What follows belongs to an exercise in optimizing a design on an open flow for small area and a short achievable clock period; a production flow would make more cautious choices.
No run shown here included a check of the RTL's function; only the layout flow was run.
No activity file was given, so power comes from the tool's default toggle rates.

==> flow/design.v <==
module fa (input a, input b, input c, output s, output co);
    assign s  = a ^ b ^ c;
    assign co = (a & b) | (a & c) | (b & c);
endmodule
module ha (input a, input b, output s, output co);
    assign s  = a ^ b;
    assign co = a & b;
endmodule
module ks18 (input [17:0] a, input [17:0] b, output [17:0] s);
    localparam W = 18;
    localparam L = $clog2(W);
    wire [W-1:0] g [0:L];
    wire [W-1:0] p [0:L];
    assign g[0] = a & b;
    assign p[0] = a ^ b;
    genvar l, i;
    generate for (l = 0; l < L; l = l + 1) begin : g_l
        for (i = 0; i < W; i = i + 1) begin : g_i
            if (i >= (1 << l)) begin : g_m
                assign g[l+1][i] = g[l][i] | (p[l][i] & g[l][i-(1<<l)]);
                assign p[l+1][i] = p[l][i] & p[l][i-(1<<l)];
            end else begin : g_k
                assign g[l+1][i] = g[l][i];
                assign p[l+1][i] = p[l][i];
            end
        end
    end endgenerate
    assign s = p[0] ^ {g[L][W-2:0], 1'b0};
endmodule
module DSP (a,b,c,d,clk,rst_n,p);
    parameter OPERATION = "ADD" ;
    input [17:0] a,b,d;
    input [47:0] c;
    input clk,rst_n;
    output reg [47:0] p;
    reg [17:0] a1, s1;
    wire [17:0] s0;
    ks18 u_pre (.a(b), .b(d), .s(s0));
    reg [122:0] x;
    reg [47:0] r0, r1;
    wire [122:0] xn;
    wire [323:0] pp;
    genvar gi, gj;
    generate for (gi = 0; gi < 18; gi = gi + 1) begin : g_i
        for (gj = 0; gj < 18; gj = gj + 1) begin : g_j
            assign pp[gi*18+gj] = a1[gi] & s1[gj];
        end
    end endgenerate
    wire hs1, hk1;
    wire fs1, fk1;
    wire fs2, fk2;
    wire fs3, fk3;
    wire hs2, hk2;
    wire fs4, fk4;
    wire fs5, fk5;
    wire fs6, fk6;
    wire fs7, fk7;
    wire fs8, fk8;
    wire fs9, fk9;
    wire hs3, hk3;
    wire fs10, fk10;
    wire fs11, fk11;
    wire fs12, fk12;
    wire fs13, fk13;
    wire fs14, fk14;
    wire fs15, fk15;
    wire fs16, fk16;
    wire fs17, fk17;
    wire fs18, fk18;
    wire hs4, hk4;
    wire fs19, fk19;
    wire fs20, fk20;
    wire fs21, fk21;
    wire fs22, fk22;
    wire fs23, fk23;
    wire fs24, fk24;
    wire fs25, fk25;
    wire fs26, fk26;
    wire fs27, fk27;
    wire fs28, fk28;
    wire fs29, fk29;
    wire fs30, fk30;
    wire hs5, hk5;
    wire fs31, fk31;
    wire fs32, fk32;
    wire fs33, fk33;
    wire fs34, fk34;
    wire fs35, fk35;
    wire fs36, fk36;
    wire fs37, fk37;
    wire fs38, fk38;
    wire fs39, fk39;
    wire fs40, fk40;
    wire fs41, fk41;
    wire fs42, fk42;
    wire fs43, fk43;
    wire fs44, fk44;
    wire fs45, fk45;
    wire hs6, hk6;
    wire fs46, fk46;
    wire fs47, fk47;
    wire fs48, fk48;
    wire fs49, fk49;
    wire fs50, fk50;
    wire fs51, fk51;
    wire fs52, fk52;
    wire fs53, fk53;
    wire fs54, fk54;
    wire fs55, fk55;
    wire fs56, fk56;
    wire hs7, hk7;
    wire fs57, fk57;
    wire fs58, fk58;
    wire fs59, fk59;
    wire fs60, fk60;
    wire fs61, fk61;
    wire fs62, fk62;
    wire fs63, fk63;
    wire fs64, fk64;
    wire fs65, fk65;
    wire fs66, fk66;
    wire fs67, fk67;
    wire fs68, fk68;
    wire fs69, fk69;
    wire fs70, fk70;
    wire hs8, hk8;
    wire fs71, fk71;
    wire fs72, fk72;
    wire fs73, fk73;
    wire fs74, fk74;
    wire fs75, fk75;
    wire fs76, fk76;
    wire fs77, fk77;
    wire fs78, fk78;
    wire fs79, fk79;
    wire fs80, fk80;
    wire fs81, fk81;
    wire hs9, hk9;
    wire fs82, fk82;
    wire fs83, fk83;
    wire fs84, fk84;
    wire fs85, fk85;
    wire fs86, fk86;
    wire fs87, fk87;
    wire fs88, fk88;
    wire fs89, fk89;
    wire hs10, hk10;
    wire fs90, fk90;
    wire fs91, fk91;
    wire fs92, fk92;
    wire fs93, fk93;
    wire fs94, fk94;
    wire hs11, hk11;
    wire fs95, fk95;
    wire fs96, fk96;
    wire hs12, hk12;
    wire hs13, hk13;
    wire fs97, fk97;
    wire fs98, fk98;
    wire fs99, fk99;
    wire fs100, fk100;
    wire hs14, hk14;
    wire fs101, fk101;
    wire hs15, hk15;
    wire fs102, fk102;
    wire fs103, fk103;
    wire fs104, fk104;
    wire fs105, fk105;
    wire fs106, fk106;
    wire fs107, fk107;
    wire fs108, fk108;
    wire fs109, fk109;
    wire hs16, hk16;
    wire fs110, fk110;
    wire fs111, fk111;
    wire fs112, fk112;
    wire fs113, fk113;
    wire fs114, fk114;
    wire fs115, fk115;
    wire fs116, fk116;
    wire fs117, fk117;
    wire fs118, fk118;
    wire fs119, fk119;
    wire fs120, fk120;
    wire fs121, fk121;
    wire hs17, hk17;
    wire fs122, fk122;
    wire fs123, fk123;
    wire fs124, fk124;
    wire hs18, hk18;
    wire fs125, fk125;
    wire fs126, fk126;
    wire fs127, fk127;
    wire fs128, fk128;
    wire fs129, fk129;
    wire fs130, fk130;
    wire fs131, fk131;
    wire fs132, fk132;
    wire fs133, fk133;
    wire fs134, fk134;
    wire fs135, fk135;
    wire fs136, fk136;
    wire fs137, fk137;
    wire fs138, fk138;
    wire fs139, fk139;
    wire fs140, fk140;
    wire fs141, fk141;
    wire fs142, fk142;
    wire fs143, fk143;
    wire fs144, fk144;
    wire fs145, fk145;
    wire fs146, fk146;
    wire fs147, fk147;
    wire hs19, hk19;
    wire fs148, fk148;
    wire fs149, fk149;
    wire hs20, hk20;
    wire fs150, fk150;
    wire fs151, fk151;
    wire hs21, hk21;
    wire fs152, fk152;
    wire fs153, fk153;
    wire fs154, fk154;
    wire fs155, fk155;
    wire fs156, fk156;
    wire fs157, fk157;
    wire fs158, fk158;
    wire fs159, fk159;
    wire fs160, fk160;
    wire hs22, hk22;
    wire hs23, hk23;
    wire hs24, hk24;
    wire hs25, hk25;
    wire hs26, hk26;
    wire fs161, fk161;
    wire fs162, fk162;
    wire fs163, fk163;
    wire fs164, fk164;
    wire fs165, fk165;
    wire hs27, hk27;
    wire fs166, fk166;
    wire hs28, hk28;
    wire fs167, fk167;
    wire hs29, hk29;
    wire fs168, fk168;
    wire fs169, fk169;
    wire fs170, fk170;
    wire fs171, fk171;
    wire fs172, fk172;
    wire fs173, fk173;
    wire fs174, fk174;
    wire fs175, fk175;
    wire fs176, fk176;
    wire fs177, fk177;
    wire hs30, hk30;
    wire fs178, fk178;
    wire fs179, fk179;
    wire hs31, hk31;
    wire fs180, fk180;
    wire fs181, fk181;
    wire hs32, hk32;
    wire fs182, fk182;
    wire fs183, fk183;
    wire hs33, hk33;
    wire fs184, fk184;
    wire fs185, fk185;
    wire hs34, hk34;
    wire fs186, fk186;
    wire fs187, fk187;
    wire fs188, fk188;
    wire fs189, fk189;
    wire fs190, fk190;
    wire fs191, fk191;
    wire fs192, fk192;
    wire fs193, fk193;
    wire fs194, fk194;
    wire fs195, fk195;
    wire fs196, fk196;
    wire hs35, hk35;
    wire fs197, fk197;
    wire fs198, fk198;
    wire fs199, fk199;
    wire fs200, fk200;
    wire fs201, fk201;
    wire hs36, hk36;
    wire hs37, hk37;
    wire hs38, hk38;
    wire hs39, hk39;
    wire fs202, fk202;
    wire fs203, fk203;
    wire fs204, fk204;
    wire hs40, hk40;
    wire fs205, fk205;
    wire fs206, fk206;
    wire fs207, fk207;
    wire fs208, fk208;
    wire fs209, fk209;
    wire fs210, fk210;
    wire fs211, fk211;
    wire fs212, fk212;
    wire fs213, fk213;
    wire hs41, hk41;
    wire fs214, fk214;
    wire hs42, hk42;
    wire hs43, hk43;
    wire hs44, hk44;
    wire hs45, hk45;
    wire hs46, hk46;
    wire fs215, fk215;
    wire fs216, fk216;
    wire fs217, fk217;
    wire fs218, fk218;
    wire fs219, fk219;
    wire fs220, fk220;
    wire fs221, fk221;
    wire fs222, fk222;
    wire fs223, fk223;
    wire fs224, fk224;
    wire fs225, fk225;
    wire fs226, fk226;
    wire fs227, fk227;
    wire fs228, fk228;
    wire fs229, fk229;
    wire fs230, fk230;
    wire fs231, fk231;
    wire fs232, fk232;
    wire hs47, hk47;
    wire hs48, hk48;
    wire fs233, fk233;
    wire fs234, fk234;
    wire fs235, fk235;
    wire fs236, fk236;
    wire fs237, fk237;
    wire fs238, fk238;
    wire fs239, fk239;
    wire fs240, fk240;
    wire fs241, fk241;
    wire fs242, fk242;
    wire fs243, fk243;
    wire fs244, fk244;
    wire fs245, fk245;
    wire fs246, fk246;
    wire fs247, fk247;
    wire fs248, fk248;
    wire fs249, fk249;
    wire fs250, fk250;
    wire fs251, fk251;
    wire fs252, fk252;
    wire fs253, fk253;
    wire fs254, fk254;
    wire fs255, fk255;
    wire hs49, hk49;
    wire hs50, hk50;
    wire hs51, hk51;
    wire hs52, hk52;
    wire hs53, hk53;
    wire hs54, hk54;
    wire hs55, hk55;
    wire hs56, hk56;
    wire hs57, hk57;
    wire fs256, fk256;
    wire fs257, fk257;
    wire fs258, fk258;
    wire fs259, fk259;
    wire fs260, fk260;
    wire fs261, fk261;
    wire fs262, fk262;
    wire fs263, fk263;
    wire fs264, fk264;
    wire fs265, fk265;
    wire fs266, fk266;
    wire fs267, fk267;
    wire fs268, fk268;
    wire fs269, fk269;
    wire fs270, fk270;
    wire fs271, fk271;
    wire fs272, fk272;
    wire fs273, fk273;
    wire fs274, fk274;
    wire fs275, fk275;
    wire fs276, fk276;
    wire fs277, fk277;
    wire fs278, fk278;
    wire fs279, fk279;
    wire fs280, fk280;
    wire fs281, fk281;
    wire fs282, fk282;
    wire fs283, fk283;
    wire fs284, fk284;
    wire fs285, fk285;
    wire fs286, fk286;
    wire fs287, fk287;
    wire hs58, hk58;
    ha h1 (.a(pp[1]), .b(pp[18]), .s(hs1), .co(hk1));
    fa u1 (.a(pp[2]), .b(pp[19]), .c(pp[36]), .s(fs1), .co(fk1));
    fa u2 (.a(pp[3]), .b(pp[20]), .c(pp[37]), .s(fs2), .co(fk2));
    fa u3 (.a(pp[4]), .b(pp[21]), .c(pp[38]), .s(fs3), .co(fk3));
    ha h2 (.a(pp[55]), .b(pp[72]), .s(hs2), .co(hk2));
    fa u4 (.a(pp[5]), .b(pp[22]), .c(pp[39]), .s(fs4), .co(fk4));
    fa u5 (.a(pp[56]), .b(pp[73]), .c(pp[90]), .s(fs5), .co(fk5));
    fa u6 (.a(pp[6]), .b(pp[23]), .c(pp[40]), .s(fs6), .co(fk6));
    fa u7 (.a(pp[57]), .b(pp[74]), .c(pp[91]), .s(fs7), .co(fk7));
    fa u8 (.a(pp[7]), .b(pp[24]), .c(pp[41]), .s(fs8), .co(fk8));
    fa u9 (.a(pp[58]), .b(pp[75]), .c(pp[92]), .s(fs9), .co(fk9));
    ha h3 (.a(pp[109]), .b(pp[126]), .s(hs3), .co(hk3));
    fa u10 (.a(pp[8]), .b(pp[25]), .c(pp[42]), .s(fs10), .co(fk10));
    fa u11 (.a(pp[59]), .b(pp[76]), .c(pp[93]), .s(fs11), .co(fk11));
    fa u12 (.a(pp[110]), .b(pp[127]), .c(pp[144]), .s(fs12), .co(fk12));
    fa u13 (.a(pp[9]), .b(pp[26]), .c(pp[43]), .s(fs13), .co(fk13));
    fa u14 (.a(pp[60]), .b(pp[77]), .c(pp[94]), .s(fs14), .co(fk14));
    fa u15 (.a(pp[111]), .b(pp[128]), .c(pp[145]), .s(fs15), .co(fk15));
    fa u16 (.a(pp[10]), .b(pp[27]), .c(pp[44]), .s(fs16), .co(fk16));
    fa u17 (.a(pp[61]), .b(pp[78]), .c(pp[95]), .s(fs17), .co(fk17));
    fa u18 (.a(pp[112]), .b(pp[129]), .c(pp[146]), .s(fs18), .co(fk18));
    ha h4 (.a(pp[163]), .b(pp[180]), .s(hs4), .co(hk4));
    fa u19 (.a(pp[11]), .b(pp[28]), .c(pp[45]), .s(fs19), .co(fk19));
    fa u20 (.a(pp[62]), .b(pp[79]), .c(pp[96]), .s(fs20), .co(fk20));
    fa u21 (.a(pp[113]), .b(pp[130]), .c(pp[147]), .s(fs21), .co(fk21));
    fa u22 (.a(pp[164]), .b(pp[181]), .c(pp[198]), .s(fs22), .co(fk22));
    fa u23 (.a(pp[12]), .b(pp[29]), .c(pp[46]), .s(fs23), .co(fk23));
    fa u24 (.a(pp[63]), .b(pp[80]), .c(pp[97]), .s(fs24), .co(fk24));
    fa u25 (.a(pp[114]), .b(pp[131]), .c(pp[148]), .s(fs25), .co(fk25));
    fa u26 (.a(pp[165]), .b(pp[182]), .c(pp[199]), .s(fs26), .co(fk26));
    fa u27 (.a(pp[13]), .b(pp[30]), .c(pp[47]), .s(fs27), .co(fk27));
    fa u28 (.a(pp[64]), .b(pp[81]), .c(pp[98]), .s(fs28), .co(fk28));
    fa u29 (.a(pp[115]), .b(pp[132]), .c(pp[149]), .s(fs29), .co(fk29));
    fa u30 (.a(pp[166]), .b(pp[183]), .c(pp[200]), .s(fs30), .co(fk30));
    ha h5 (.a(pp[217]), .b(pp[234]), .s(hs5), .co(hk5));
    fa u31 (.a(pp[14]), .b(pp[31]), .c(pp[48]), .s(fs31), .co(fk31));
    fa u32 (.a(pp[65]), .b(pp[82]), .c(pp[99]), .s(fs32), .co(fk32));
    fa u33 (.a(pp[116]), .b(pp[133]), .c(pp[150]), .s(fs33), .co(fk33));
    fa u34 (.a(pp[167]), .b(pp[184]), .c(pp[201]), .s(fs34), .co(fk34));
    fa u35 (.a(pp[218]), .b(pp[235]), .c(pp[252]), .s(fs35), .co(fk35));
    fa u36 (.a(pp[15]), .b(pp[32]), .c(pp[49]), .s(fs36), .co(fk36));
    fa u37 (.a(pp[66]), .b(pp[83]), .c(pp[100]), .s(fs37), .co(fk37));
    fa u38 (.a(pp[117]), .b(pp[134]), .c(pp[151]), .s(fs38), .co(fk38));
    fa u39 (.a(pp[168]), .b(pp[185]), .c(pp[202]), .s(fs39), .co(fk39));
    fa u40 (.a(pp[219]), .b(pp[236]), .c(pp[253]), .s(fs40), .co(fk40));
    fa u41 (.a(pp[16]), .b(pp[33]), .c(pp[50]), .s(fs41), .co(fk41));
    fa u42 (.a(pp[67]), .b(pp[84]), .c(pp[101]), .s(fs42), .co(fk42));
    fa u43 (.a(pp[118]), .b(pp[135]), .c(pp[152]), .s(fs43), .co(fk43));
    fa u44 (.a(pp[169]), .b(pp[186]), .c(pp[203]), .s(fs44), .co(fk44));
    fa u45 (.a(pp[220]), .b(pp[237]), .c(pp[254]), .s(fs45), .co(fk45));
    ha h6 (.a(pp[271]), .b(pp[288]), .s(hs6), .co(hk6));
    fa u46 (.a(pp[17]), .b(pp[34]), .c(pp[51]), .s(fs46), .co(fk46));
    fa u47 (.a(pp[68]), .b(pp[85]), .c(pp[102]), .s(fs47), .co(fk47));
    fa u48 (.a(pp[119]), .b(pp[136]), .c(pp[153]), .s(fs48), .co(fk48));
    fa u49 (.a(pp[170]), .b(pp[187]), .c(pp[204]), .s(fs49), .co(fk49));
    fa u50 (.a(pp[221]), .b(pp[238]), .c(pp[255]), .s(fs50), .co(fk50));
    fa u51 (.a(pp[272]), .b(pp[289]), .c(pp[306]), .s(fs51), .co(fk51));
    fa u52 (.a(pp[35]), .b(pp[52]), .c(pp[69]), .s(fs52), .co(fk52));
    fa u53 (.a(pp[86]), .b(pp[103]), .c(pp[120]), .s(fs53), .co(fk53));
    fa u54 (.a(pp[137]), .b(pp[154]), .c(pp[171]), .s(fs54), .co(fk54));
    fa u55 (.a(pp[188]), .b(pp[205]), .c(pp[222]), .s(fs55), .co(fk55));
    fa u56 (.a(pp[239]), .b(pp[256]), .c(pp[273]), .s(fs56), .co(fk56));
    ha h7 (.a(pp[290]), .b(pp[307]), .s(hs7), .co(hk7));
    fa u57 (.a(pp[53]), .b(pp[70]), .c(pp[87]), .s(fs57), .co(fk57));
    fa u58 (.a(pp[104]), .b(pp[121]), .c(pp[138]), .s(fs58), .co(fk58));
    fa u59 (.a(pp[155]), .b(pp[172]), .c(pp[189]), .s(fs59), .co(fk59));
    fa u60 (.a(pp[206]), .b(pp[223]), .c(pp[240]), .s(fs60), .co(fk60));
    fa u61 (.a(pp[257]), .b(pp[274]), .c(pp[291]), .s(fs61), .co(fk61));
    fa u62 (.a(pp[71]), .b(pp[88]), .c(pp[105]), .s(fs62), .co(fk62));
    fa u63 (.a(pp[122]), .b(pp[139]), .c(pp[156]), .s(fs63), .co(fk63));
    fa u64 (.a(pp[173]), .b(pp[190]), .c(pp[207]), .s(fs64), .co(fk64));
    fa u65 (.a(pp[224]), .b(pp[241]), .c(pp[258]), .s(fs65), .co(fk65));
    fa u66 (.a(pp[275]), .b(pp[292]), .c(pp[309]), .s(fs66), .co(fk66));
    fa u67 (.a(pp[89]), .b(pp[106]), .c(pp[123]), .s(fs67), .co(fk67));
    fa u68 (.a(pp[140]), .b(pp[157]), .c(pp[174]), .s(fs68), .co(fk68));
    fa u69 (.a(pp[191]), .b(pp[208]), .c(pp[225]), .s(fs69), .co(fk69));
    fa u70 (.a(pp[242]), .b(pp[259]), .c(pp[276]), .s(fs70), .co(fk70));
    ha h8 (.a(pp[293]), .b(pp[310]), .s(hs8), .co(hk8));
    fa u71 (.a(pp[107]), .b(pp[124]), .c(pp[141]), .s(fs71), .co(fk71));
    fa u72 (.a(pp[158]), .b(pp[175]), .c(pp[192]), .s(fs72), .co(fk72));
    fa u73 (.a(pp[209]), .b(pp[226]), .c(pp[243]), .s(fs73), .co(fk73));
    fa u74 (.a(pp[260]), .b(pp[277]), .c(pp[294]), .s(fs74), .co(fk74));
    fa u75 (.a(pp[125]), .b(pp[142]), .c(pp[159]), .s(fs75), .co(fk75));
    fa u76 (.a(pp[176]), .b(pp[193]), .c(pp[210]), .s(fs76), .co(fk76));
    fa u77 (.a(pp[227]), .b(pp[244]), .c(pp[261]), .s(fs77), .co(fk77));
    fa u78 (.a(pp[278]), .b(pp[295]), .c(pp[312]), .s(fs78), .co(fk78));
    fa u79 (.a(pp[143]), .b(pp[160]), .c(pp[177]), .s(fs79), .co(fk79));
    fa u80 (.a(pp[194]), .b(pp[211]), .c(pp[228]), .s(fs80), .co(fk80));
    fa u81 (.a(pp[245]), .b(pp[262]), .c(pp[279]), .s(fs81), .co(fk81));
    ha h9 (.a(pp[296]), .b(pp[313]), .s(hs9), .co(hk9));
    fa u82 (.a(pp[161]), .b(pp[178]), .c(pp[195]), .s(fs82), .co(fk82));
    fa u83 (.a(pp[212]), .b(pp[229]), .c(pp[246]), .s(fs83), .co(fk83));
    fa u84 (.a(pp[263]), .b(pp[280]), .c(pp[297]), .s(fs84), .co(fk84));
    fa u85 (.a(pp[179]), .b(pp[196]), .c(pp[213]), .s(fs85), .co(fk85));
    fa u86 (.a(pp[230]), .b(pp[247]), .c(pp[264]), .s(fs86), .co(fk86));
    fa u87 (.a(pp[281]), .b(pp[298]), .c(pp[315]), .s(fs87), .co(fk87));
    fa u88 (.a(pp[197]), .b(pp[214]), .c(pp[231]), .s(fs88), .co(fk88));
    fa u89 (.a(pp[248]), .b(pp[265]), .c(pp[282]), .s(fs89), .co(fk89));
    ha h10 (.a(pp[299]), .b(pp[316]), .s(hs10), .co(hk10));
    fa u90 (.a(pp[215]), .b(pp[232]), .c(pp[249]), .s(fs90), .co(fk90));
    fa u91 (.a(pp[266]), .b(pp[283]), .c(pp[300]), .s(fs91), .co(fk91));
    fa u92 (.a(pp[233]), .b(pp[250]), .c(pp[267]), .s(fs92), .co(fk92));
    fa u93 (.a(pp[284]), .b(pp[301]), .c(pp[318]), .s(fs93), .co(fk93));
    fa u94 (.a(pp[251]), .b(pp[268]), .c(pp[285]), .s(fs94), .co(fk94));
    ha h11 (.a(pp[302]), .b(pp[319]), .s(hs11), .co(hk11));
    fa u95 (.a(pp[269]), .b(pp[286]), .c(pp[303]), .s(fs95), .co(fk95));
    fa u96 (.a(pp[287]), .b(pp[304]), .c(pp[321]), .s(fs96), .co(fk96));
    ha h12 (.a(pp[305]), .b(pp[322]), .s(hs12), .co(hk12));
    ha h13 (.a(hk1), .b(fs1), .s(hs13), .co(hk13));
    fa u97 (.a(fk1), .b(fs2), .c(pp[54]), .s(fs97), .co(fk97));
    fa u98 (.a(fk2), .b(fs3), .c(hs2), .s(fs98), .co(fk98));
    fa u99 (.a(fk3), .b(hk2), .c(fs4), .s(fs99), .co(fk99));
    fa u100 (.a(fk4), .b(fk5), .c(fs6), .s(fs100), .co(fk100));
    ha h14 (.a(fs7), .b(pp[108]), .s(hs14), .co(hk14));
    fa u101 (.a(fk6), .b(fk7), .c(fs8), .s(fs101), .co(fk101));
    ha h15 (.a(fs9), .b(hs3), .s(hs15), .co(hk15));
    fa u102 (.a(fk8), .b(fk9), .c(hk3), .s(fs102), .co(fk102));
    fa u103 (.a(fs10), .b(fs11), .c(fs12), .s(fs103), .co(fk103));
    fa u104 (.a(fk10), .b(fk11), .c(fk12), .s(fs104), .co(fk104));
    fa u105 (.a(fs13), .b(fs14), .c(fs15), .s(fs105), .co(fk105));
    fa u106 (.a(fk13), .b(fk14), .c(fk15), .s(fs106), .co(fk106));
    fa u107 (.a(fs16), .b(fs17), .c(fs18), .s(fs107), .co(fk107));
    fa u108 (.a(fk16), .b(fk17), .c(fk18), .s(fs108), .co(fk108));
    fa u109 (.a(hk4), .b(fs19), .c(fs20), .s(fs109), .co(fk109));
    ha h16 (.a(fs21), .b(fs22), .s(hs16), .co(hk16));
    fa u110 (.a(fk19), .b(fk20), .c(fk21), .s(fs110), .co(fk110));
    fa u111 (.a(fk22), .b(fs23), .c(fs24), .s(fs111), .co(fk111));
    fa u112 (.a(fs25), .b(fs26), .c(pp[216]), .s(fs112), .co(fk112));
    fa u113 (.a(fk23), .b(fk24), .c(fk25), .s(fs113), .co(fk113));
    fa u114 (.a(fk26), .b(fs27), .c(fs28), .s(fs114), .co(fk114));
    fa u115 (.a(fs29), .b(fs30), .c(hs5), .s(fs115), .co(fk115));
    fa u116 (.a(fk27), .b(fk28), .c(fk29), .s(fs116), .co(fk116));
    fa u117 (.a(fk30), .b(hk5), .c(fs31), .s(fs117), .co(fk117));
    fa u118 (.a(fs32), .b(fs33), .c(fs34), .s(fs118), .co(fk118));
    fa u119 (.a(fk31), .b(fk32), .c(fk33), .s(fs119), .co(fk119));
    fa u120 (.a(fk34), .b(fk35), .c(fs36), .s(fs120), .co(fk120));
    fa u121 (.a(fs37), .b(fs38), .c(fs39), .s(fs121), .co(fk121));
    ha h17 (.a(fs40), .b(pp[270]), .s(hs17), .co(hk17));
    fa u122 (.a(fk36), .b(fk37), .c(fk38), .s(fs122), .co(fk122));
    fa u123 (.a(fk39), .b(fk40), .c(fs41), .s(fs123), .co(fk123));
    fa u124 (.a(fs42), .b(fs43), .c(fs44), .s(fs124), .co(fk124));
    ha h18 (.a(fs45), .b(hs6), .s(hs18), .co(hk18));
    fa u125 (.a(fk41), .b(fk42), .c(fk43), .s(fs125), .co(fk125));
    fa u126 (.a(fk44), .b(fk45), .c(hk6), .s(fs126), .co(fk126));
    fa u127 (.a(fs46), .b(fs47), .c(fs48), .s(fs127), .co(fk127));
    fa u128 (.a(fs49), .b(fs50), .c(fs51), .s(fs128), .co(fk128));
    fa u129 (.a(fk46), .b(fk47), .c(fk48), .s(fs129), .co(fk129));
    fa u130 (.a(fk49), .b(fk50), .c(fk51), .s(fs130), .co(fk130));
    fa u131 (.a(fs52), .b(fs53), .c(fs54), .s(fs131), .co(fk131));
    fa u132 (.a(fs55), .b(fs56), .c(hs7), .s(fs132), .co(fk132));
    fa u133 (.a(fk52), .b(fk53), .c(fk54), .s(fs133), .co(fk133));
    fa u134 (.a(fk55), .b(fk56), .c(hk7), .s(fs134), .co(fk134));
    fa u135 (.a(fs57), .b(fs58), .c(fs59), .s(fs135), .co(fk135));
    fa u136 (.a(fs60), .b(fs61), .c(pp[308]), .s(fs136), .co(fk136));
    fa u137 (.a(fk57), .b(fk58), .c(fk59), .s(fs137), .co(fk137));
    fa u138 (.a(fk60), .b(fk61), .c(fs62), .s(fs138), .co(fk138));
    fa u139 (.a(fs63), .b(fs64), .c(fs65), .s(fs139), .co(fk139));
    fa u140 (.a(fk62), .b(fk63), .c(fk64), .s(fs140), .co(fk140));
    fa u141 (.a(fk65), .b(fk66), .c(fs67), .s(fs141), .co(fk141));
    fa u142 (.a(fs68), .b(fs69), .c(fs70), .s(fs142), .co(fk142));
    fa u143 (.a(fk67), .b(fk68), .c(fk69), .s(fs143), .co(fk143));
    fa u144 (.a(fk70), .b(hk8), .c(fs71), .s(fs144), .co(fk144));
    fa u145 (.a(fs72), .b(fs73), .c(fs74), .s(fs145), .co(fk145));
    fa u146 (.a(fk71), .b(fk72), .c(fk73), .s(fs146), .co(fk146));
    fa u147 (.a(fk74), .b(fs75), .c(fs76), .s(fs147), .co(fk147));
    ha h19 (.a(fs77), .b(fs78), .s(hs19), .co(hk19));
    fa u148 (.a(fk75), .b(fk76), .c(fk77), .s(fs148), .co(fk148));
    fa u149 (.a(fk78), .b(fs79), .c(fs80), .s(fs149), .co(fk149));
    ha h20 (.a(fs81), .b(hs9), .s(hs20), .co(hk20));
    fa u150 (.a(fk79), .b(fk80), .c(fk81), .s(fs150), .co(fk150));
    fa u151 (.a(hk9), .b(fs82), .c(fs83), .s(fs151), .co(fk151));
    ha h21 (.a(fs84), .b(pp[314]), .s(hs21), .co(hk21));
    fa u152 (.a(fk82), .b(fk83), .c(fk84), .s(fs152), .co(fk152));
    fa u153 (.a(fs85), .b(fs86), .c(fs87), .s(fs153), .co(fk153));
    fa u154 (.a(fk85), .b(fk86), .c(fk87), .s(fs154), .co(fk154));
    fa u155 (.a(fs88), .b(fs89), .c(hs10), .s(fs155), .co(fk155));
    fa u156 (.a(fk88), .b(fk89), .c(hk10), .s(fs156), .co(fk156));
    fa u157 (.a(fs90), .b(fs91), .c(pp[317]), .s(fs157), .co(fk157));
    fa u158 (.a(fk90), .b(fk91), .c(fs92), .s(fs158), .co(fk158));
    fa u159 (.a(fk92), .b(fk93), .c(fs94), .s(fs159), .co(fk159));
    fa u160 (.a(fk94), .b(hk11), .c(fs95), .s(fs160), .co(fk160));
    ha h22 (.a(fk95), .b(fs96), .s(hs22), .co(hk22));
    ha h23 (.a(fk96), .b(hs12), .s(hs23), .co(hk23));
    ha h24 (.a(hk12), .b(pp[323]), .s(hs24), .co(hk24));
    ha h25 (.a(hk13), .b(fs97), .s(hs25), .co(hk25));
    ha h26 (.a(fk97), .b(fs98), .s(hs26), .co(hk26));
    fa u161 (.a(fk98), .b(fs99), .c(fs5), .s(fs161), .co(fk161));
    fa u162 (.a(fk99), .b(fs100), .c(hs14), .s(fs162), .co(fk162));
    fa u163 (.a(fk100), .b(hk14), .c(fs101), .s(fs163), .co(fk163));
    fa u164 (.a(fk101), .b(hk15), .c(fs102), .s(fs164), .co(fk164));
    fa u165 (.a(fk102), .b(fk103), .c(fs104), .s(fs165), .co(fk165));
    ha h27 (.a(fs105), .b(pp[162]), .s(hs27), .co(hk27));
    fa u166 (.a(fk104), .b(fk105), .c(fs106), .s(fs166), .co(fk166));
    ha h28 (.a(fs107), .b(hs4), .s(hs28), .co(hk28));
    fa u167 (.a(fk106), .b(fk107), .c(fs108), .s(fs167), .co(fk167));
    ha h29 (.a(fs109), .b(hs16), .s(hs29), .co(hk29));
    fa u168 (.a(fk108), .b(fk109), .c(hk16), .s(fs168), .co(fk168));
    fa u169 (.a(fs110), .b(fs111), .c(fs112), .s(fs169), .co(fk169));
    fa u170 (.a(fk110), .b(fk111), .c(fk112), .s(fs170), .co(fk170));
    fa u171 (.a(fs113), .b(fs114), .c(fs115), .s(fs171), .co(fk171));
    fa u172 (.a(fk113), .b(fk114), .c(fk115), .s(fs172), .co(fk172));
    fa u173 (.a(fs116), .b(fs117), .c(fs118), .s(fs173), .co(fk173));
    fa u174 (.a(fk116), .b(fk117), .c(fk118), .s(fs174), .co(fk174));
    fa u175 (.a(fs119), .b(fs120), .c(fs121), .s(fs175), .co(fk175));
    fa u176 (.a(fk119), .b(fk120), .c(fk121), .s(fs176), .co(fk176));
    fa u177 (.a(hk17), .b(fs122), .c(fs123), .s(fs177), .co(fk177));
    ha h30 (.a(fs124), .b(hs18), .s(hs30), .co(hk30));
    fa u178 (.a(fk122), .b(fk123), .c(fk124), .s(fs178), .co(fk178));
    fa u179 (.a(hk18), .b(fs125), .c(fs126), .s(fs179), .co(fk179));
    ha h31 (.a(fs127), .b(fs128), .s(hs31), .co(hk31));
    fa u180 (.a(fk125), .b(fk126), .c(fk127), .s(fs180), .co(fk180));
    fa u181 (.a(fk128), .b(fs129), .c(fs130), .s(fs181), .co(fk181));
    ha h32 (.a(fs131), .b(fs132), .s(hs32), .co(hk32));
    fa u182 (.a(fk129), .b(fk130), .c(fk131), .s(fs182), .co(fk182));
    fa u183 (.a(fk132), .b(fs133), .c(fs134), .s(fs183), .co(fk183));
    ha h33 (.a(fs135), .b(fs136), .s(hs33), .co(hk33));
    fa u184 (.a(fk133), .b(fk134), .c(fk135), .s(fs184), .co(fk184));
    fa u185 (.a(fk136), .b(fs137), .c(fs138), .s(fs185), .co(fk185));
    ha h34 (.a(fs139), .b(fs66), .s(hs34), .co(hk34));
    fa u186 (.a(fk137), .b(fk138), .c(fk139), .s(fs186), .co(fk186));
    fa u187 (.a(fs140), .b(fs141), .c(fs142), .s(fs187), .co(fk187));
    fa u188 (.a(fk140), .b(fk141), .c(fk142), .s(fs188), .co(fk188));
    fa u189 (.a(fs143), .b(fs144), .c(fs145), .s(fs189), .co(fk189));
    fa u190 (.a(fk143), .b(fk144), .c(fk145), .s(fs190), .co(fk190));
    fa u191 (.a(fs146), .b(fs147), .c(hs19), .s(fs191), .co(fk191));
    fa u192 (.a(fk146), .b(fk147), .c(hk19), .s(fs192), .co(fk192));
    fa u193 (.a(fs148), .b(fs149), .c(hs20), .s(fs193), .co(fk193));
    fa u194 (.a(fk148), .b(fk149), .c(hk20), .s(fs194), .co(fk194));
    fa u195 (.a(fs150), .b(fs151), .c(hs21), .s(fs195), .co(fk195));
    fa u196 (.a(fk150), .b(fk151), .c(hk21), .s(fs196), .co(fk196));
    ha h35 (.a(fs152), .b(fs153), .s(hs35), .co(hk35));
    fa u197 (.a(fk152), .b(fk153), .c(fs154), .s(fs197), .co(fk197));
    fa u198 (.a(fk154), .b(fk155), .c(fs156), .s(fs198), .co(fk198));
    fa u199 (.a(fk156), .b(fk157), .c(fs158), .s(fs199), .co(fk199));
    fa u200 (.a(fk158), .b(fs159), .c(hs11), .s(fs200), .co(fk200));
    fa u201 (.a(fk159), .b(fs160), .c(pp[320]), .s(fs201), .co(fk201));
    ha h36 (.a(fk160), .b(hs22), .s(hs36), .co(hk36));
    ha h37 (.a(hk22), .b(hs23), .s(hs37), .co(hk37));
    ha h38 (.a(hk23), .b(hs24), .s(hs38), .co(hk38));
    ha h39 (.a(x[35]), .b(x[36]), .s(hs39), .co(hk39));
    fa u202 (.a(x[40]), .b(x[41]), .c(x[42]), .s(fs202), .co(fk202));
    fa u203 (.a(x[45]), .b(x[46]), .c(x[47]), .s(fs203), .co(fk203));
    fa u204 (.a(x[50]), .b(x[51]), .c(x[52]), .s(fs204), .co(fk204));
    ha h40 (.a(x[53]), .b(x[54]), .s(hs40), .co(hk40));
    fa u205 (.a(x[56]), .b(x[57]), .c(x[58]), .s(fs205), .co(fk205));
    fa u206 (.a(x[59]), .b(x[60]), .c(x[61]), .s(fs206), .co(fk206));
    fa u207 (.a(x[62]), .b(x[63]), .c(x[64]), .s(fs207), .co(fk207));
    fa u208 (.a(x[65]), .b(x[66]), .c(x[67]), .s(fs208), .co(fk208));
    fa u209 (.a(x[68]), .b(x[69]), .c(x[70]), .s(fs209), .co(fk209));
    fa u210 (.a(x[71]), .b(x[72]), .c(x[73]), .s(fs210), .co(fk210));
    fa u211 (.a(x[74]), .b(x[75]), .c(x[76]), .s(fs211), .co(fk211));
    fa u212 (.a(x[77]), .b(x[78]), .c(x[79]), .s(fs212), .co(fk212));
    fa u213 (.a(x[80]), .b(x[81]), .c(x[82]), .s(fs213), .co(fk213));
    ha h41 (.a(x[83]), .b(x[84]), .s(hs41), .co(hk41));
    fa u214 (.a(x[85]), .b(x[86]), .c(x[87]), .s(fs214), .co(fk214));
    ha h42 (.a(x[89]), .b(x[90]), .s(hs42), .co(hk42));
    ha h43 (.a(x[93]), .b(x[94]), .s(hs43), .co(hk43));
    ha h44 (.a(x[97]), .b(x[98]), .s(hs44), .co(hk44));
    ha h45 (.a(x[101]), .b(x[102]), .s(hs45), .co(hk45));
    ha h46 (.a(x[19]), .b(x[20]), .s(hs46), .co(hk46));
    fa u215 (.a(x[23]), .b(x[24]), .c(x[25]), .s(fs215), .co(fk215));
    fa u216 (.a(x[27]), .b(x[28]), .c(x[29]), .s(fs216), .co(fk216));
    fa u217 (.a(x[31]), .b(x[32]), .c(x[33]), .s(fs217), .co(fk217));
    fa u218 (.a(x[37]), .b(x[38]), .c(x[39]), .s(fs218), .co(fk218));
    fa u219 (.a(x[43]), .b(x[44]), .c(hk39), .s(fs219), .co(fk219));
    fa u220 (.a(x[48]), .b(x[49]), .c(fk202), .s(fs220), .co(fk220));
    fa u221 (.a(x[55]), .b(fk203), .c(fs204), .s(fs221), .co(fk221));
    fa u222 (.a(fk204), .b(hk40), .c(fs205), .s(fs222), .co(fk222));
    fa u223 (.a(fk205), .b(fk206), .c(fs207), .s(fs223), .co(fk223));
    fa u224 (.a(fk207), .b(fk208), .c(fs209), .s(fs224), .co(fk224));
    fa u225 (.a(fk209), .b(fk210), .c(fs211), .s(fs225), .co(fk225));
    fa u226 (.a(fk211), .b(fk212), .c(fs213), .s(fs226), .co(fk226));
    fa u227 (.a(x[88]), .b(fk213), .c(hk41), .s(fs227), .co(fk227));
    fa u228 (.a(x[91]), .b(x[92]), .c(fk214), .s(fs228), .co(fk228));
    fa u229 (.a(x[95]), .b(x[96]), .c(hk42), .s(fs229), .co(fk229));
    fa u230 (.a(x[99]), .b(x[100]), .c(hk43), .s(fs230), .co(fk230));
    fa u231 (.a(x[103]), .b(x[104]), .c(hk44), .s(fs231), .co(fk231));
    fa u232 (.a(x[105]), .b(x[106]), .c(x[107]), .s(fs232), .co(fk232));
    ha h47 (.a(x[108]), .b(x[109]), .s(hs47), .co(hk47));
    ha h48 (.a(x[10]), .b(x[11]), .s(hs48), .co(hk48));
    fa u233 (.a(x[13]), .b(x[14]), .c(x[15]), .s(fs233), .co(fk233));
    fa u234 (.a(x[16]), .b(x[17]), .c(x[18]), .s(fs234), .co(fk234));
    fa u235 (.a(x[21]), .b(x[22]), .c(hs46), .s(fs235), .co(fk235));
    fa u236 (.a(x[26]), .b(hk46), .c(fs215), .s(fs236), .co(fk236));
    fa u237 (.a(x[30]), .b(fk215), .c(fs216), .s(fs237), .co(fk237));
    fa u238 (.a(x[34]), .b(fk216), .c(fs217), .s(fs238), .co(fk238));
    fa u239 (.a(hs39), .b(fk217), .c(fs218), .s(fs239), .co(fk239));
    fa u240 (.a(fs202), .b(fk218), .c(fs219), .s(fs240), .co(fk240));
    fa u241 (.a(fs203), .b(fk219), .c(fs220), .s(fs241), .co(fk241));
    fa u242 (.a(hs40), .b(fk220), .c(fs221), .s(fs242), .co(fk242));
    fa u243 (.a(fs206), .b(fk221), .c(fs222), .s(fs243), .co(fk243));
    fa u244 (.a(fs208), .b(fk222), .c(fs223), .s(fs244), .co(fk244));
    fa u245 (.a(fs210), .b(fk223), .c(fs224), .s(fs245), .co(fk245));
    fa u246 (.a(fs212), .b(fk224), .c(fs225), .s(fs246), .co(fk246));
    fa u247 (.a(hs41), .b(fk225), .c(fs226), .s(fs247), .co(fk247));
    fa u248 (.a(fs214), .b(fk226), .c(fs227), .s(fs248), .co(fk248));
    fa u249 (.a(hs42), .b(fk227), .c(fs228), .s(fs249), .co(fk249));
    fa u250 (.a(hs43), .b(fk228), .c(fs229), .s(fs250), .co(fk250));
    fa u251 (.a(hs44), .b(fk229), .c(fs230), .s(fs251), .co(fk251));
    fa u252 (.a(hs45), .b(fk230), .c(fs231), .s(fs252), .co(fk252));
    fa u253 (.a(hk45), .b(fk231), .c(fs232), .s(fs253), .co(fk253));
    fa u254 (.a(x[110]), .b(fk232), .c(hs47), .s(fs254), .co(fk254));
    fa u255 (.a(x[111]), .b(x[112]), .c(hk47), .s(fs255), .co(fk255));
    ha h49 (.a(x[113]), .b(x[114]), .s(hs49), .co(hk49));
    ha h50 (.a(x[115]), .b(x[116]), .s(hs50), .co(hk50));
    ha h51 (.a(x[117]), .b(x[118]), .s(hs51), .co(hk51));
    ha h52 (.a(x[119]), .b(x[120]), .s(hs52), .co(hk52));
    ha h53 (.a(x[121]), .b(x[122]), .s(hs53), .co(hk53));
    ha h54 (.a(x[0]), .b(c[0]), .s(hs54), .co(hk54));
    ha h55 (.a(x[1]), .b(c[1]), .s(hs55), .co(hk55));
    ha h56 (.a(x[2]), .b(c[2]), .s(hs56), .co(hk56));
    ha h57 (.a(x[3]), .b(c[3]), .s(hs57), .co(hk57));
    fa u256 (.a(x[4]), .b(x[5]), .c(c[4]), .s(fs256), .co(fk256));
    fa u257 (.a(x[6]), .b(x[7]), .c(c[5]), .s(fs257), .co(fk257));
    fa u258 (.a(x[8]), .b(x[9]), .c(c[6]), .s(fs258), .co(fk258));
    fa u259 (.a(x[12]), .b(hs48), .c(c[7]), .s(fs259), .co(fk259));
    fa u260 (.a(hk48), .b(fs233), .c(c[8]), .s(fs260), .co(fk260));
    fa u261 (.a(fk233), .b(fs234), .c(c[9]), .s(fs261), .co(fk261));
    fa u262 (.a(fk234), .b(fs235), .c(c[10]), .s(fs262), .co(fk262));
    fa u263 (.a(fk235), .b(fs236), .c(c[11]), .s(fs263), .co(fk263));
    fa u264 (.a(fk236), .b(fs237), .c(c[12]), .s(fs264), .co(fk264));
    fa u265 (.a(fk237), .b(fs238), .c(c[13]), .s(fs265), .co(fk265));
    fa u266 (.a(fk238), .b(fs239), .c(c[14]), .s(fs266), .co(fk266));
    fa u267 (.a(fk239), .b(fs240), .c(c[15]), .s(fs267), .co(fk267));
    fa u268 (.a(fk240), .b(fs241), .c(c[16]), .s(fs268), .co(fk268));
    fa u269 (.a(fk241), .b(fs242), .c(c[17]), .s(fs269), .co(fk269));
    fa u270 (.a(fk242), .b(fs243), .c(c[18]), .s(fs270), .co(fk270));
    fa u271 (.a(fk243), .b(fs244), .c(c[19]), .s(fs271), .co(fk271));
    fa u272 (.a(fk244), .b(fs245), .c(c[20]), .s(fs272), .co(fk272));
    fa u273 (.a(fk245), .b(fs246), .c(c[21]), .s(fs273), .co(fk273));
    fa u274 (.a(fk246), .b(fs247), .c(c[22]), .s(fs274), .co(fk274));
    fa u275 (.a(fk247), .b(fs248), .c(c[23]), .s(fs275), .co(fk275));
    fa u276 (.a(fk248), .b(fs249), .c(c[24]), .s(fs276), .co(fk276));
    fa u277 (.a(fk249), .b(fs250), .c(c[25]), .s(fs277), .co(fk277));
    fa u278 (.a(fk250), .b(fs251), .c(c[26]), .s(fs278), .co(fk278));
    fa u279 (.a(fk251), .b(fs252), .c(c[27]), .s(fs279), .co(fk279));
    fa u280 (.a(fk252), .b(fs253), .c(c[28]), .s(fs280), .co(fk280));
    fa u281 (.a(fk253), .b(fs254), .c(c[29]), .s(fs281), .co(fk281));
    fa u282 (.a(fk254), .b(fs255), .c(c[30]), .s(fs282), .co(fk282));
    fa u283 (.a(fk255), .b(hs49), .c(c[31]), .s(fs283), .co(fk283));
    fa u284 (.a(hk49), .b(hs50), .c(c[32]), .s(fs284), .co(fk284));
    fa u285 (.a(hk50), .b(hs51), .c(c[33]), .s(fs285), .co(fk285));
    fa u286 (.a(hk51), .b(hs52), .c(c[34]), .s(fs286), .co(fk286));
    fa u287 (.a(hk52), .b(hs53), .c(c[35]), .s(fs287), .co(fk287));
    ha h58 (.a(hk53), .b(c[36]), .s(hs58), .co(hk58));
    assign xn[0] = pp[0];
    assign xn[1] = hs1;
    assign xn[2] = hs13;
    assign xn[3] = hs25;
    assign xn[4] = hk25;
    assign xn[5] = hs26;
    assign xn[6] = hk26;
    assign xn[7] = fs161;
    assign xn[8] = fk161;
    assign xn[9] = fs162;
    assign xn[10] = fk162;
    assign xn[11] = fs163;
    assign xn[12] = hs15;
    assign xn[13] = fk163;
    assign xn[14] = fs164;
    assign xn[15] = fs103;
    assign xn[16] = fk164;
    assign xn[17] = fs165;
    assign xn[18] = hs27;
    assign xn[19] = fk165;
    assign xn[20] = hk27;
    assign xn[21] = fs166;
    assign xn[22] = hs28;
    assign xn[23] = fk166;
    assign xn[24] = hk28;
    assign xn[25] = fs167;
    assign xn[26] = hs29;
    assign xn[27] = fk167;
    assign xn[28] = hk29;
    assign xn[29] = fs168;
    assign xn[30] = fs169;
    assign xn[31] = fk168;
    assign xn[32] = fk169;
    assign xn[33] = fs170;
    assign xn[34] = fs171;
    assign xn[35] = fk170;
    assign xn[36] = fk171;
    assign xn[37] = fs172;
    assign xn[38] = fs173;
    assign xn[39] = fs35;
    assign xn[40] = fk172;
    assign xn[41] = fk173;
    assign xn[42] = fs174;
    assign xn[43] = fs175;
    assign xn[44] = hs17;
    assign xn[45] = fk174;
    assign xn[46] = fk175;
    assign xn[47] = fs176;
    assign xn[48] = fs177;
    assign xn[49] = hs30;
    assign xn[50] = fk176;
    assign xn[51] = fk177;
    assign xn[52] = hk30;
    assign xn[53] = fs178;
    assign xn[54] = fs179;
    assign xn[55] = hs31;
    assign xn[56] = fk178;
    assign xn[57] = fk179;
    assign xn[58] = hk31;
    assign xn[59] = fs180;
    assign xn[60] = fs181;
    assign xn[61] = hs32;
    assign xn[62] = fk180;
    assign xn[63] = fk181;
    assign xn[64] = hk32;
    assign xn[65] = fs182;
    assign xn[66] = fs183;
    assign xn[67] = hs33;
    assign xn[68] = fk182;
    assign xn[69] = fk183;
    assign xn[70] = hk33;
    assign xn[71] = fs184;
    assign xn[72] = fs185;
    assign xn[73] = hs34;
    assign xn[74] = fk184;
    assign xn[75] = fk185;
    assign xn[76] = hk34;
    assign xn[77] = fs186;
    assign xn[78] = fs187;
    assign xn[79] = hs8;
    assign xn[80] = fk186;
    assign xn[81] = fk187;
    assign xn[82] = fs188;
    assign xn[83] = fs189;
    assign xn[84] = pp[311];
    assign xn[85] = fk188;
    assign xn[86] = fk189;
    assign xn[87] = fs190;
    assign xn[88] = fs191;
    assign xn[89] = fk190;
    assign xn[90] = fk191;
    assign xn[91] = fs192;
    assign xn[92] = fs193;
    assign xn[93] = fk192;
    assign xn[94] = fk193;
    assign xn[95] = fs194;
    assign xn[96] = fs195;
    assign xn[97] = fk194;
    assign xn[98] = fk195;
    assign xn[99] = fs196;
    assign xn[100] = hs35;
    assign xn[101] = fk196;
    assign xn[102] = hk35;
    assign xn[103] = fs197;
    assign xn[104] = fs155;
    assign xn[105] = fk197;
    assign xn[106] = fs198;
    assign xn[107] = fs157;
    assign xn[108] = fk198;
    assign xn[109] = fs199;
    assign xn[110] = fs93;
    assign xn[111] = fk199;
    assign xn[112] = fs200;
    assign xn[113] = fk200;
    assign xn[114] = fs201;
    assign xn[115] = fk201;
    assign xn[116] = hs36;
    assign xn[117] = hk36;
    assign xn[118] = hs37;
    assign xn[119] = hk37;
    assign xn[120] = hs38;
    assign xn[121] = hk38;
    assign xn[122] = hk24;
    wire [47:0] r0n = {c[47], c[46], c[45], c[44], c[43], c[42], c[41], c[40], c[39], c[38], hk58, fk287, fk286, fk285, fk284, fk283, fk282, fk281, fk280, fk279, fk278, fk277, fk276, fk275, fk274, fk273, fk272, fk271, fk270, fk269, fk268, fk267, fk266, fk265, fk264, fk263, fk262, fk261, fk260, fk259, fk258, fk257, fk256, hk57, hk56, hk55, hk54, hs54};
    wire [47:0] r1n = {1'b0, 1'b0, 1'b0, 1'b0, 1'b0, 1'b0, 1'b0, 1'b0, 1'b0, 1'b0, c[37], hs58, fs287, fs286, fs285, fs284, fs283, fs282, fs281, fs280, fs279, fs278, fs277, fs276, fs275, fs274, fs273, fs272, fs271, fs270, fs269, fs268, fs267, fs266, fs265, fs264, fs263, fs262, fs261, fs260, fs259, fs258, fs257, fs256, hs57, hs56, hs55, 1'b0};
    always @(posedge clk or negedge rst_n) begin
        if (!rst_n) begin
            a1 <= 0; s1 <= 0; x <= 0; r0 <= 0; r1 <= 0; p <= 0;
        end else begin
            a1 <= a;
            s1 <= s0;
            x  <= xn;
            r0 <= r0n;
            r1 <= r1n;
            p  <= r0 + r1;
        end
    end
endmodule
==> flow/flow/run.sh <==
#!/bin/bash
# Standard ORFS layout (the standard.sh, unchanged synthesis), except that the
# input and output ports are buffered with a plain buffer cell instead of the
# delay-type buffer that buffer_ports picks by default.
set -euo pipefail
bash standard.sh "BUFFER_PORTS_ARGS=-buffer_cell sky130_fd_sc_hd__buf_2" finish > orfs_make.log 2>&1
==> flow/standard.sh <==
#!/bin/bash
# synth_recipe.tcl (not shown) runs the flow's synth.tcl, then flattens the netlist and writes it again
# the make line also repeats each setting of config.mk as NAME=value (left out here)
make -C /OpenROAD-flow-scripts/flow DESIGN_CONFIG=/design/flow/config.mk WORK_HOME=/design/flow/orfs CLKGATE_MAP_FILE= SYNTH_SCRIPT=/design/flow/synth_recipe.tcl "${@:-finish}"
==> flow/config.mk <==
export PLATFORM = sky130hd
export DESIGN_NAME = DSP
export DESIGN_NICKNAME = DSP
export VERILOG_FILES = /design/flow/design.v
export SDC_FILE = /design/flow/constraint.sdc
export NUM_CORES = 4
export LEC_CHECK = 0
export CAP_MARGIN = 20
export CORE_MARGIN = 2
export CORE_UTILIZATION = 60
export SETUP_SLACK_MARGIN = 4.3
export SLEW_MARGIN = 20
export SYNTH_HIERARCHICAL = 1
export SYNTH_MINIMUM_KEEP_SIZE = 0
==> flow/constraint.sdc <==
create_clock -name core_clock -period 7.0 [get_ports {clk}]
set_input_delay 1.4000 -clock core_clock [delete_from_list [all_inputs] [get_ports {clk}]]
set_output_delay 1.4000 -clock core_clock [all_outputs]
set_load 0.01 [all_outputs]
==> flow_summary.ini, run 1 <==
[run_status]
status = timing/DRC/antenna clean

[hold_path]
holdCritPathClass = reg2reg

[finish]
fin_area_sq_um = 21740
final_cell_count_no_fill = 2028
insertedDiodeCount = 0
drive_above_1_share_pct = 17.47
syn_to_final_growth_pct = 13.15
num-nets-final = 2105

[die]
initial_core_util_pct = 60.90
num_rows = 65
die_h_microns = 183.0
dieArea_sq_um = 33470
io_pins = 152
die_w_microns = 183.0
design.core.area_sq_um = 31560

[synthesis]
synth_flop_cell = dfrtp_1
ys_seq_area_share_pct = 38.03
synth_cell_types = 68
yosys_warnings = 8
synthArstFlopShare_pct = 100.0
syn_inst = 1458
synth_area_sq_um = 19220
synth_enable_flop_cells = 0
avgSynthCellArea_sq_um = 13.18
syn_nets = 1963
ys_ff_latch = 292

[routing]
vias = 11575
drt_iter0_drc = 660
drcViolationCount = 0
wirelength_microns = 42820
postRouteAntennaNets = 0
drt-vias-per-instance = 5.708
drt-pass1-iter-count = 5
wl_per_cell_microns = 21.11

[timing]
fmax_mhz = 378.2
max_slew_margin_pct = 36.42
worstMarginPinSlew_ps = 953.7
rsz0062_at_grt = true
post-route-period-util_pct = 37.77
finalClockSkew_ps = 13.66
hold_viol_final = 0
setup_slack_ps = 4356
fin_crit_ps = 2644
setup_tns_ps = 0
setup-violations-final = 0
fin_hold_ws_ps = 348.0
finalMaxSlewViolations = 0

[global_routing]
first_global_vias = 12658
track_usage_pct = 27.26
antenna_found_initial = 0
grt_pass1_wl_microns = 69340
overflow = 0
grt_max_degree = 166

[clock_tree]
clkLatencyLatePin_ps = 530
cts_tree = yes
cts_max_level = 2
cts_inserted_buffers = 35
cts.sinks = 292
root_buffer = clkbuf_16
clk_path_buf_depth = 3
path_clk_slew_ps = 60

[worst_setup_path]
critPathArrivalTime_ps = 3040
path_class = reg2reg
crit_family = adder cells
crit_buf_inv = 0
slowest_stage = dfrtp_1
cp_common_cell = fa_1
path_max_fanout = 18
path_cells = and2_1 -> fa_1 -> fa_1 -> fa_1
max_stage_delay_ps = 810
worst_setup_path_end_kind = register
worstPathRequired_ps = 7400
startpoint_type = register

[power_and_ir_drop]
swShare_pct = 40.66
p_switching_w = 0.004184
pwr-share-comb_pct = 53.1
internal-power_w = 0.006108
power_density_nw_per_um2 = 473.4
ir_worst_vdd_v = 0.0003356
seqPwrFrac_pct = 28.3
clkPwrFrac_pct = 18.6
leakagePower_nw = 10.06

[placed_design]
port_buffers = 151
dpl.cell_count = 1963
gp_congestion = 0.8647
dp_hpwl_microns = 30500
dp_slack_ps = 3934
placed_area_sq_um = 20350

[run]
cap_violations = 0
[stage by stage]
stage                     power, W  utilization, %
final                      0.01029           68.90
after global routing       0.01128           68.90
after CTS                  0.01032           68.47
after detailed placement  0.008357           64.49
after global placement    0.008191           64.49
after floorplan           0.006639               -
[final cells by class]
class / instances / area [sq um]
clock inverter: 13 / 232.7
timing repair buffer: 154 / 800.8
fill: 2319 / 9813
inverter: 16 / 60.06
sequential: 292 / 7340
clock buffer: 50 / 1002
tap: 402 / 503.0
multi-input combinational: 1101 / 11800
[per-module statistics from Yosys (local to each module, per instance)]
module	times used	flip-flops and latches	cell area (sq um)	cells inside
DSP	1	292	11900	998
ha	58	0	12.51	1
fa	287	0	20.02	1
ks18	1	0	840.8	115
[layer usage]
metal | wire length (microns) | vias up | GRT usage, %
met1 | 19870 | 6025 | 40.75
met4 | 833 | 0 | 7.008
met3 | 2672 | 60 | 5.461
li1 | - | 5105 | -
met2 | 19440 | 385 | 41.65
met5 | 0 | - | 0.1481
[worst paths after layout]
check | slack, ps | depth (start not counted) | endpoint | from
max in group asynchronous | 4640 | 2 | s1[3]$_DFF_PN0_ | rst_n
setup / recovery | 4360 | 4 | x[34]$_DFF_PN0_ | s1[2]$_DFF_PN0_
setup reg to reg | 4360 | 4 | x[34]$_DFF_PN0_ | s1[2]$_DFF_PN0_
min in group asynchronous | 920 | 1 | p[39]$_DFF_PN0_ | rst_n
hold / removal | 350 | 0 | p[0]$_DFF_PN0_ | r0[0]$_DFF_PN0_
hold reg to reg | 350 | 0 | p[0]$_DFF_PN0_ | r0[0]$_DFF_PN0_
[cells in the mapped netlist (3+ instances only)]
library cell | instances | area, sq um
a211oi_1 | 5 | 37.54
a21o_1 | 11 | 82.58
a21oi_1 | 54 | 270.3
a221oi_1 | 4 | 35.03
a31oi_1 | 5 | 31.28
and2_1 | 326 | 2039
and3_1 | 4 | 25.02
clkbuf_1 | 46 | 172.7
dfrtp_1 | 292 | 7307
fa_1 | 289 | 5786
ha_1 | 112 | 1401
inv_1 | 16 | 60.06
nand2_1 | 41 | 153.9
nand2b_1 | 4 | 25.02
nand3_1 | 17 | 85.08
nand4_1 | 15 | 93.84
nor2_1 | 27 | 101.4
nor2b_1 | 7 | 43.79
nor3_1 | 9 | 45.04
o2111ai_1 | 3 | 26.28
o211ai_1 | 7 | 52.55
o211ai_2 | 4 | 50.05
o21a_1 | 5 | 37.54
o21ai_0 | 28 | 140.1
o21ai_1 | 3 | 15.01
o21bai_1 | 12 | 90.09
o31ai_1 | 5 | 37.54
or3_1 | 4 | 25.02
xnor2_1 | 34 | 297.8
xor2_1 | 22 | 192.7
[sequential cells by signal, indices dropped and copies added, names as in the netlist]
register and count:
a1 18, r1 37, p 48, r0 48
s1 18, x 123
[repair_timing]
action / 4_1_cts / 5_1_grt
setup buffers: 1 / 1
hold buffers: 0 / 0
setup endpoints to repair: 13 / 37
resized for setup: 9 / 41
pin swaps: 1 / 5
[placed cells by master, fill, tap and decap left out, drive strengths merged, types with 4 or more instances in the layout]
cell type,count
a211oi,7
a21o,11
a21oi,55
a221oi,5
a31oi,5
and2,326
and3,4
buf,154
bufinv,5
clkbuf,50
dfrtp,292
fa,289
ha,112
inv,19
nand2,43
nand2b,4
nand3,18
nand4,15
nor2,28
nor2b,7
nor3,10
o211ai,11
o21a,5
o21ai,32
o21bai,12
o31ai,8
or3,5
xnor2,34
xor2,22
[power by group through the flow]
stage	Combinational (W)	Clock, W	Sequential, W
finish	0.00547	0.00191	0.00291
CTS	0.00545	0.00196	0.00291
global route	0.00627	0.00203	0.00298
floorplan	0.00385	0	0.00278
detailed placement	0.00542	0	0.00293
global placement	0.00527	0	0.00292
[cell families after synthesis]
group / after synthesis / synth area share (%)
flops: 292 / 38.03
compound gates: 172 / 6.218
mux: 2 / 0.1107
buf+inv: 65 / 1.302
xor+xnor: 56 / 2.552
simple gates: 470 / 14.39
fa+ha+maj: 401 / 37.40
==> run 2: changes to the inputs <==
--- a/flow/config.mk
+++ b/flow/config.mk
@@ -9,5 +9,5 @@
 export CORE_MARGIN = 2
 export CORE_UTILIZATION = 60
-export SETUP_SLACK_MARGIN = 4.3
+export SETUP_SLACK_MARGIN = 4.5
 export SLEW_MARGIN = 20
 export SYNTH_HIERARCHICAL = 1
==> flow_summary.ini, run 2 <==
[worst_setup_path]
worst_setup_path_end_kind = register
critPathArrivalTime_ps = 3000
startpoint_type = register
path_class = reg2reg
worstPathRequired_ps = 7480
startpoint = r0[1]$_DFF_PN0_
path_max_fanout = 4
r2r_start = r0[1]$_DFF_PN0_

[routing]
drcViolationCount = 0
drt-vias-per-instance = 5.748
vias = 11882
wirelength_microns = 45910
postRouteAntennaNets = 0
drt-pass1-iter-count = 5
wl_per_cell_microns = 22.21
drt_iter0_drc = 702

[timing]
setup_tns_ps = 0
worstMarginPinSlew_ps = 768.3
finalMaxSlewViolations = 0
fin_hold_ws_ps = 354.3
fmax_mhz = 396.5
finalClockSkew_ps = 12.03
fin_crit_ps = 2522
post-route-period-util_pct = 36.03
rsz0062_at_grt = true
setup-violations-final = 0
max_slew_margin_pct = 48.78
hold_viol_final = 0

[finish]
largestRegisters = x: 123 flops, p: 48 flops, r0: 48 flops
regMostFlops = x
fillers = 2208
largest_reg_flops = 123
drive_above_1_share_pct = 23.26
mostFrequentLayoutCells = and2_1 (326), fa_1 (275), dfrtp_1 (256)
final_util_pct = 71.26
syn_to_final_growth_pct = 17.01
final_common_cell = and2_1
final_cell_count_no_fill = 2067
num-nets-final = 2149

[die]
die_w_microns = 183.0
die_h_microns = 183.0
num_rows = 65
initial_core_util_pct = 60.90
dieArea_sq_um = 33470
io_pins = 152
design.core.area_sq_um = 31560

[clock_tree]
cts.sinks = 292
cts_inserted_buffers = 31
clk_path_buf_depth = 3
clkLatencyLatePin_ps = 560
postCtsHoldBufs = 0
cts_tree = yes
root_buffer = clkbuf_16
cts_max_level = 1
path_clk_slew_ps = 60

[synthesis]
syn_inst = 1458
synth_top_cell_area_share_pct = 38.03
synth_cell_types = 68
syn_nets = 1963
avgSynthCellArea_sq_um = 13.18
synth_area_sq_um = 19220
synth_flop_cell = dfrtp_1
ys_ff_latch = 292
ys_seq_area_share_pct = 38.03
yosys_warnings = 8
synth_common_cells = and2_1 (326), dfrtp_1 (292), fa_1 (289), ha_1 (112), a21oi_1 (54)
synthArstFlopShare_pct = 100.0
synth_enable_flop_cells = 0
synth.most_common_cell = and2_1
synthTopCellsByArea = dfrtp_1 (38%), fa_1 (30%), and2_1 (11%)
synth.largest_area_cell = dfrtp_1

[power_and_ir_drop]
ir_worst_vdd_v = 0.0002624
leakagePower_nw = 10.23
power_density_nw_per_um2 = 463.2

[placed_design]
port_buffers = 151
gp_congestion = 0.8764
dp_hpwl_microns = 30660
dpl.cell_count = 1963

[global_routing]
grt_max_degree = 163
first_global_vias = 12957
track_usage_pct = 27.54
antenna_found_initial = 1
overflow = 0
grt_pass1_wl_microns = 70520

[run_status]
status = timing/DRC/antenna clean

[run]
cap_violations = 0

[hold_path]
holdCritPathClass = reg2reg
holdCritStartpoint = r0[0]$_DFF_PN0_
-- run 2: metal layers --
metal	vias to the layer above	share of wire (%)	global-route usage, %
li1	5177	-	-
met1	6149	42	38.83
met3	99	7.5	5.342
met2	457	47	44.73
met5	-	0	0
met4	0	2.9	7.104
-- run 2: layout make-up --
type	instances	area (sq um)	share of cell area, %
clock buffer	46	932.1	4.146
timing repair buffer	202	1308	5.815
sequential	292	7400	32.91
clock inverter	7	70.07	0.3116
multi-input combinational	1101	12210	54.30
antenna	1	2.502	0.01113
tap	402	503.0	2.237
inverter	16	60.06	0.2671
-- run 2: final timing paths --
kind	depth (start not counted)	end	slack, ps
min in group asynchronous	1	p[39]$_DFF_PN0_	860
worst min-delay path	0	p[0]$_DFF_PN0_	350
worst max-delay path	12	p[39]$_DFF_PN0_	4480
worst max register to register	12	p[39]$_DFF_PN0_	4480
worst min register to register	0	p[0]$_DFF_PN0_	350
max in group asynchronous	2	x[44]$_DFF_PN0_	4890
-- run 2: report_power, final --
| part | internal, W | switching [W] |
|---|---|---|
| Clock | 0.000948 | 0.000649 |
| Combinational | 0.00269 | 0.00321 |
| Sequential | 0.00248 | 0.000432 |
-- run 2: modules after synthesis, one instance, submodules excluded --
module	cells	times used	area, sq um
ha	1	58	12.51
ks18	115	1	840.8
fa	1	287	20.02
DSP	998	1	11900
-- run 2: what timing repair did --
action,in CTS,in global routing
resized for setup,74,65
setup buffers,6,44
endpoints found under the setup margin,107,215
pin swaps,19,34
-- run 2: kinds of logic after synthesis --
family,synth area share [%]
DFF,38.03
xor gates and xnor gates,2.552
muxes,0.1107
buffers and inverters,1.302
adders and majority gates,37.40
AOI/OAI and AO/OA,6.218
and+or+nand+nor,14.39
-- run 2: worst max-delay path: stages (launching register included) --
cell and delay, ps:
dfrtp_1 380, ha_2 200, inv_2 50, fa_2 200, nor2b_2 50, o2111a_2 300
o311ai_2 270, nand2_2 160, nor4_4 370, o31ai_4 150, buf_4 160, nand2_1 70
xnor2_1 100
-- run 2: per-stage QoR --
step           area (sq um)  setup WS [ps]  total power (W)
2_1_floorplan         19410           4394         0.006650
3_3_place_gp          20510           3937         0.008192
3_5_place_dp          20510           3914         0.008370
4_1_cts               21840           4483          0.01022
5_1_grt               22490           4375          0.01138
6_report              22490           4478          0.01041

==> static timing again, ports no longer ideal <==
Ports are ideal in the flow. The routed layouts listed here were re-timed in OpenROAD.
Step 1 sets driving cells, clkbuf_16 on the clock port and buf_2 on the other inputs (assumed; they add their load-dependent delay and slew).
Step 2 adds t to the input delays and takes it off the output delays; t is the mean of the earliest and latest rising clock arrival at the registers after step 1. Input paths then give back, and output paths get back, about the clock's delay inside the block.
Three values: ideal, step 1, step 2; two values: the first two.
| run | shift t [ns] | slack for setup (ns) | worst hold slack (ns) | worst setup path after step 2 | slew at the worst register clock pin (ns) |
|---|---|---|---|---|---|
| run 1 | 0.581 | 4.356 / 4.356 / 3.957 | 0.348 / 0.348 / 0.348 | input to register | 0.06 / 0.06 |
| run 2 | 0.601 | 4.478 / 4.478 / 4.017 | 0.354 / 0.354 / 0.354 | input to register | 0.06 / 0.06 |
After both steps every run listed still meets setup and hold. The setup slack of run 2, which loses most, moves by 0.000 ns with the drivers and by -0.461 ns with both steps.
